From an optimization exercise on the open Yosys and OpenROAD flow, aimed at small area and a short achievable clock period; shortcuts taken in it are not production practice.
The RTL was checked by simulation tests, not by an equivalence proof against the original design.
No activity file was given, so power comes from the tool's default toggle rates.

Setup of the baseline:
==> module mod_muldiv, before the edit <==
module mod_muldiv (
    input logic clk_i,
    input logic rst_i,
    input logic is_muldiv_i,   
    input logic [3-1:0] funct3_i,
    input logic [32-1:0] muldiv_rs0_i,
    input logic [32-1:0] muldiv_rs1_i,
    output logic muldiv_stb_o,   
    output logic [32-1:0] muldiv_data
);
  logic [2:0] f3;
  logic [31:0] rs0, rs1;
  assign f3  = funct3_i;
  assign rs0 = muldiv_rs0_i;
  assign rs1 = muldiv_rs1_i;
  logic [2:0] prev_f3;
  logic [31:0] prev_rs0, prev_rs1;
  logic ops_eq, f3_eq, pair;
  assign ops_eq = (prev_rs0 == rs0) && (prev_rs1 == rs1);
  assign f3_eq  = prev_f3 == f3;
  always_comb begin
    case (f3)
      3'b000:  pair = prev_f3 == 3'b001;
      3'b001:  pair = prev_f3 == 3'b000;
      3'b100:  pair = prev_f3 == 3'b110;
      3'b110:  pair = prev_f3 == 3'b100;
      3'b101:  pair = prev_f3 == 3'b111;
      3'b111:  pair = prev_f3 == 3'b101;
      default: pair = 1'b0;
    endcase
  end
  logic trigger;
  assign trigger = !(ops_eq && (f3_eq || (is_muldiv_i && pair)));
  always_ff @(posedge clk_i) begin
    if (is_muldiv_i && trigger) begin
      prev_f3  <= f3;
      prev_rs0 <= rs0;
      prev_rs1 <= rs1;
    end
  end
  logic s0, s1;
  assign s0 = f3[2] ? (!f3[0] && rs0[31]) : ((f3[1:0] != 2'b11) && rs0[31]);
  assign s1 = f3[2] ? (!f3[0] && rs1[31]) : (!f3[1] && rs1[31]);
  logic [31:0] y0, y1, m0, m1;
  assign y0 = rs0 ^ {32{s0}};
  assign y1 = rs1 ^ {32{s1}};
  assign m0 = y0 + {31'b0, s0};
  assign m1 = y1 + {31'b0, s1};
  function automatic logic [4:0] highest_pos(input logic [31:0] d);
    highest_pos = 5'd0;
    for (int k = 0; k < 32; k++) if (d[k]) highest_pos = k[4:0];
  endfunction
  function automatic logic carries_out_top(input logic [31:0] x);
    carries_out_top = !x[0];
    for (int k = 0; k < 31; k++) if (x[k] && !x[k+1]) carries_out_top = 1'b0;
  endfunction
  logic [4:0] hp0, hp1;
  assign hp0 = highest_pos(y0) + {4'b0, s0 && carries_out_top(rs0)};
  assign hp1 = highest_pos(y1) + {4'b0, s1 && carries_out_top(rs1)};
  logic m0_zero, m1_zero;
  assign m0_zero = rs0 == 32'b0;
  assign m1_zero = rs1 == 32'b0;
  logic [32:0] yd;
  assign yd = {1'b0, y0} - {1'b0, y1};
  logic yd_neg, yd_zero, yd_m1;
  assign yd_neg  = yd[32];
  assign yd_zero = y0 == y1;
  assign yd_m1   = yd == 33'h1FFFFFFFF;
  logic m_lt;
  always_comb begin
    case ({s0, s1})
      2'b10:   m_lt = yd_neg && !yd_m1;
      2'b01:   m_lt = yd_neg || yd_zero;
      default: m_lt = yd_neg;
    endcase
  end
  logic direct;
  assign direct = f3[2] ? (m1_zero || m_lt) : (m0_zero || m1_zero);
  logic hpc;   
  assign hpc = hp0 < hp1;
  logic mul_done, mul_sw;
  logic [2:0] mul_k;
  logic [3:0] nib;
  logic [31:0] mul_x, mul_y;
  logic [63:0] acc;
  function automatic logic [6:0] top_nibble(input logic [31:0] m);
    logic [7:0] nz;
    logic seen;
    for (int j = 0; j < 8; j++) nz[j] = |m[4*j+:4];
    top_nibble = 7'd0;
    seen = 1'b0;
    for (int j = 7; j >= 0; j--) begin
      if (nz[j] && !seen) top_nibble = {j[2:0], m[4*j+:4]};
      seen = seen | nz[j];
    end
  endfunction
  logic [6:0] top0, top1, top_b;
  assign top0 = top_nibble(m0);
  assign top1 = top_nibble(m1);
  assign top_b = hpc ? top0 : top1;
  logic [31:0] mul_a, mul_b;
  assign mul_a = mul_sw ? mul_y : mul_x;
  assign mul_b = mul_sw ? mul_x : mul_y;
  logic [2:0] mul_k_next;
  assign mul_k_next = mul_k - 3'd1;
  logic [63:0] acc_step;
  assign acc_step = {acc[59:0], 4'b0} + nib * mul_a;
  always_ff @(posedge clk_i) begin
    if (rst_i) begin
      mul_done <= 1'b0;
      mul_sw   <= 1'b0;
      mul_k    <= 3'd0;
      nib      <= 4'd0;
      acc      <= 64'd0;
    end else if (trigger) begin
      mul_done <= direct;
      mul_sw   <= hpc;
      mul_k    <= top_b[6:4];
      nib      <= top_b[3:0];
      mul_x    <= m0;
      mul_y    <= m1;
      acc      <= 64'd0;
    end else if (!mul_done) begin
      acc <= acc_step;
      if (mul_k == 3'd0) mul_done <= 1'b1;
      mul_k <= mul_k_next;
      nib   <= mul_b[{mul_k_next, 2'b00}+:4];
    end
  end
  logic [5:0] div_j;
  logic [31:0] dvd, quo;
  logic [4:0] div_rot;
  logic [5:0] div_top;   
  logic [31:0] dvs_rot, align_mask, dvs_eff;
  assign dvs_rot = ({mul_y, mul_y} << div_rot) >> 32;
  always_comb begin
    for (int k = 0; k < 32; k++) align_mask[k] = !div_top[5] && (k[4:0] <= div_top[4:0]);
  end
  assign dvs_eff = dvs_rot & align_mask;
  logic [32:0] dvd_diff;
  assign dvd_diff = {1'b0, dvd} - {1'b0, dvs_eff};
  logic ge;
  assign ge = !dvd_diff[32];
  always_ff @(posedge clk_i) begin
    if (rst_i) begin
      div_j   <= 6'd0;
      dvd     <= 32'd0;
      quo     <= 32'd0;
      div_top <= 6'h3F;
    end else if (trigger) begin
      dvd     <= m0;
      div_rot <= hp0 - hp1;
      if (direct) begin
        div_j   <= 6'd32;
        div_top <= 6'h3F;
        quo     <= m1_zero ? (s0 ? 32'd1 : 32'hFFFFFFFF) : 32'd0;
      end else begin
        div_j   <= {1'b0, hp1} + 6'd31 - {1'b0, hp0};
        div_top <= {1'b0, hp0};
        quo     <= 32'd0;
      end
    end else if (div_j != 6'd32) begin
      quo     <= {quo[30:0], ge};
      if (ge) dvd <= dvd_diff[31:0];
      div_rot <= div_rot - 5'd1;
      if (!div_top[5]) div_top <= div_top - 6'd1;
      div_j   <= div_j + 6'd1;
    end
  end
  logic mul_hi, neg;
  assign mul_hi = !f3[2] && (f3[1:0] != 2'b00);
  assign neg = (f3[2] && f3[1]) ? s0 : (s0 ^ s1);
  logic [31:0] sel;
  logic cin;
  always_comb begin
    case (f3)
      3'b000:  sel = acc[31:0];
      3'b001, 3'b010, 3'b011: sel = acc[63:32];
      3'b100, 3'b101: sel = quo;
      default: sel = dvd;
    endcase
  end
  assign cin = mul_hi ? (acc[31:0] == 32'b0) : 1'b1;
  assign muldiv_data = neg ? (~sel + {31'b0, cin}) : sel;
  assign muldiv_stb_o = !trigger && (f3[2] ? (div_j == 6'd32) : mul_done);
endmodule
Settings: LEC_CHECK=0, CAP_MARGIN=20, CORE_MARGIN=2, CORE_UTILIZATION=50, CTS_BUF_LIST=sky130_fd_sc_hd__clkbuf_16, CTS_CLUSTER_DIAMETER=80, CTS_CLUSTER_SIZE=24, PLACE_DENSITY=0.65, SLEW_MARGIN=20; clock period 20.0 ns.
standard.sh (not shown) runs the stock make flow with config.mk's settings and CLKGATE_MAP_FILE= SYNTH_SCRIPT=/design/flow/synth_recipe.tcl, a recipe that flattens the netlist after the stock synthesis.
==> flow/flow/run.sh <==
#!/bin/bash
# Layout: the standard flow (standard.sh), unchanged except that every
# setup repair (after floorplan, CTS and global routing) aims for a slack
# margin well above zero, and does not clone gates (cloning once overloaded a
# driver past its max slew / max capacitance). The clock period and all
# constraints stay as they are; the margin only makes the resizer shorten the
# critical paths, which lowers the period the layout achieves.
export SETUP_SLACK_MARGIN=14.2
export SKIP_GATE_CLONING=1
bash standard.sh finish > standard.log 2>&1
Layout checks on the baseline: not met. Flow itself completed; violations: antenna violations.
The following lists how the candidate was set up differently from the baseline:
diff --git a/flow/design.v b/flow/design.v
--- a/flow/design.v
+++ b/flow/design.v
@@ -561,43 +561,50 @@
     end
   end
   logic [5:0] div_j;
-  logic [31:0] dvd, quo;
-  logic [4:0] div_rot;
-  logic [5:0] div_top;   
+  logic [31:0] dvd, dvs, quo;
+  logic div_first;
+  logic [4:0] div_rot, div_top;
   logic [31:0] dvs_rot, align_mask, dvs_eff;
-  assign dvs_rot = ({mul_y, mul_y} << div_rot) >> 32;
+  assign dvs_rot = ({dvs, dvs} << div_rot) >> 32;
   always_comb begin
-    for (int k = 0; k < 32; k++) align_mask[k] = !div_top[5] && (k[4:0] <= div_top[4:0]);
+    for (int k = 0; k < 32; k++) align_mask[k] = (k[4:0] <= div_top);
   end
-  assign dvs_eff = dvs_rot & align_mask;
+  assign dvs_eff = div_first ? (dvs_rot & align_mask) : dvs;
   logic [32:0] dvd_diff;
   assign dvd_diff = {1'b0, dvd} - {1'b0, dvs_eff};
   logic ge;
   assign ge = !dvd_diff[32];
   always_ff @(posedge clk_i) begin
     if (rst_i) begin
-      div_j   <= 6'd0;
-      dvd     <= 32'd0;
-      quo     <= 32'd0;
-      div_top <= 6'h3F;
+      div_j     <= 6'd0;
+      dvd       <= 32'd0;
+      dvs       <= 32'd0;
+      quo       <= 32'd0;
+      div_first <= 1'b0;
     end else if (trigger) begin
-      dvd     <= m0;
-      div_rot <= hp0 - hp1;
+      dvd       <= m0;
+      div_first <= !direct;
       if (direct) begin
-        div_j   <= 6'd32;
-        div_top <= 6'h3F;
-        quo     <= m1_zero ? (s0 ? 32'd1 : 32'hFFFFFFFF) : 32'd0;
+        div_j <= 6'd32;
+        dvs   <= 32'd0;
+        quo   <= m1_zero ? (s0 ? 32'd1 : 32'hFFFFFFFF) : 32'd0;
       end else begin
-        div_j   <= {1'b0, hp1} + 6'd31 - {1'b0, hp0};
-        div_top <= {1'b0, hp0};
-        quo     <= 32'd0;
+        div_j <= {1'b0, hp1} + 6'd31 - {1'b0, hp0};
+        dvs   <= m1;
+        quo   <= 32'd0;
       end
     end else if (div_j != 6'd32) begin
-      quo     <= {quo[30:0], ge};
+      quo       <= {quo[30:0], ge};
       if (ge) dvd <= dvd_diff[31:0];
-      div_rot <= div_rot - 5'd1;
-      if (!div_top[5]) div_top <= div_top - 6'd1;
-      div_j   <= div_j + 6'd1;
+      dvs       <= dvs_eff >> 1;
+      div_j     <= div_j + 6'd1;
+      div_first <= 1'b0;
+    end
+  end
+  always_ff @(posedge clk_i) begin
+    if (trigger) begin
+      div_rot <= hp0 - hp1;
+      div_top <= hp0;
     end
   end
   logic mul_hi, neg;
Results
The candidate: no failed stages, no open violations at the end. Delta (the candidate minus the baseline): average footprint of a synthesized cell +0.078 µm², footprint of the multi-input gates -1800 µm², number of buffers added by the clock tree synthesis step -2, overall power consumption -9.4%, fmax -1.8%. Met3 track demand over resource: the candidate higher than the baseline. Clock group share of total power: the candidate > the baseline. The baseline → the candidate: number of buffers added for setup after CTS down 76; number of antenna repair diodes has increased. Compared the candidate against the baseline; number of vias after detailed routing within noise. The switching portion of total power in the candidate was lower than what the baseline gave. Synthesized cell count is higher on the baseline. The candidate vs. the baseline: design area fell by about 0.7%; vertical die dimension flat.

[port drivers added, routing unchanged]
Ports are ideal in the flow. The routed layouts listed here were re-timed in OpenROAD. Step 1, drivers: a clkbuf_16 drives clk_i and a buf_2 each remaining input, both assumed. Step 2 adds t to the input delays and takes it off the output delays; t is the mean of the earliest and latest rising clock arrival at the registers after step 1. Input paths then give back, and output paths get back, about the clock's delay inside the block. Three values: ideal ports, drivers, drivers and shift; two values: the first two.
| run | t, ns | setup WS [ns] | hold WS [ns] |
|---|---|---|---|
| the baseline | 1.130 | 14.058 / 14.029 / 13.000 | 0.425 / 0.425 / 0.425 |
| the candidate | 1.157 | 13.947 / 13.947 / 12.953 | 0.331 / 0.331 / 0.331 |
For the baseline, which loses most, drivers alone change the setup slack by -0.029 ns; drivers and shift together by -1.058 ns.
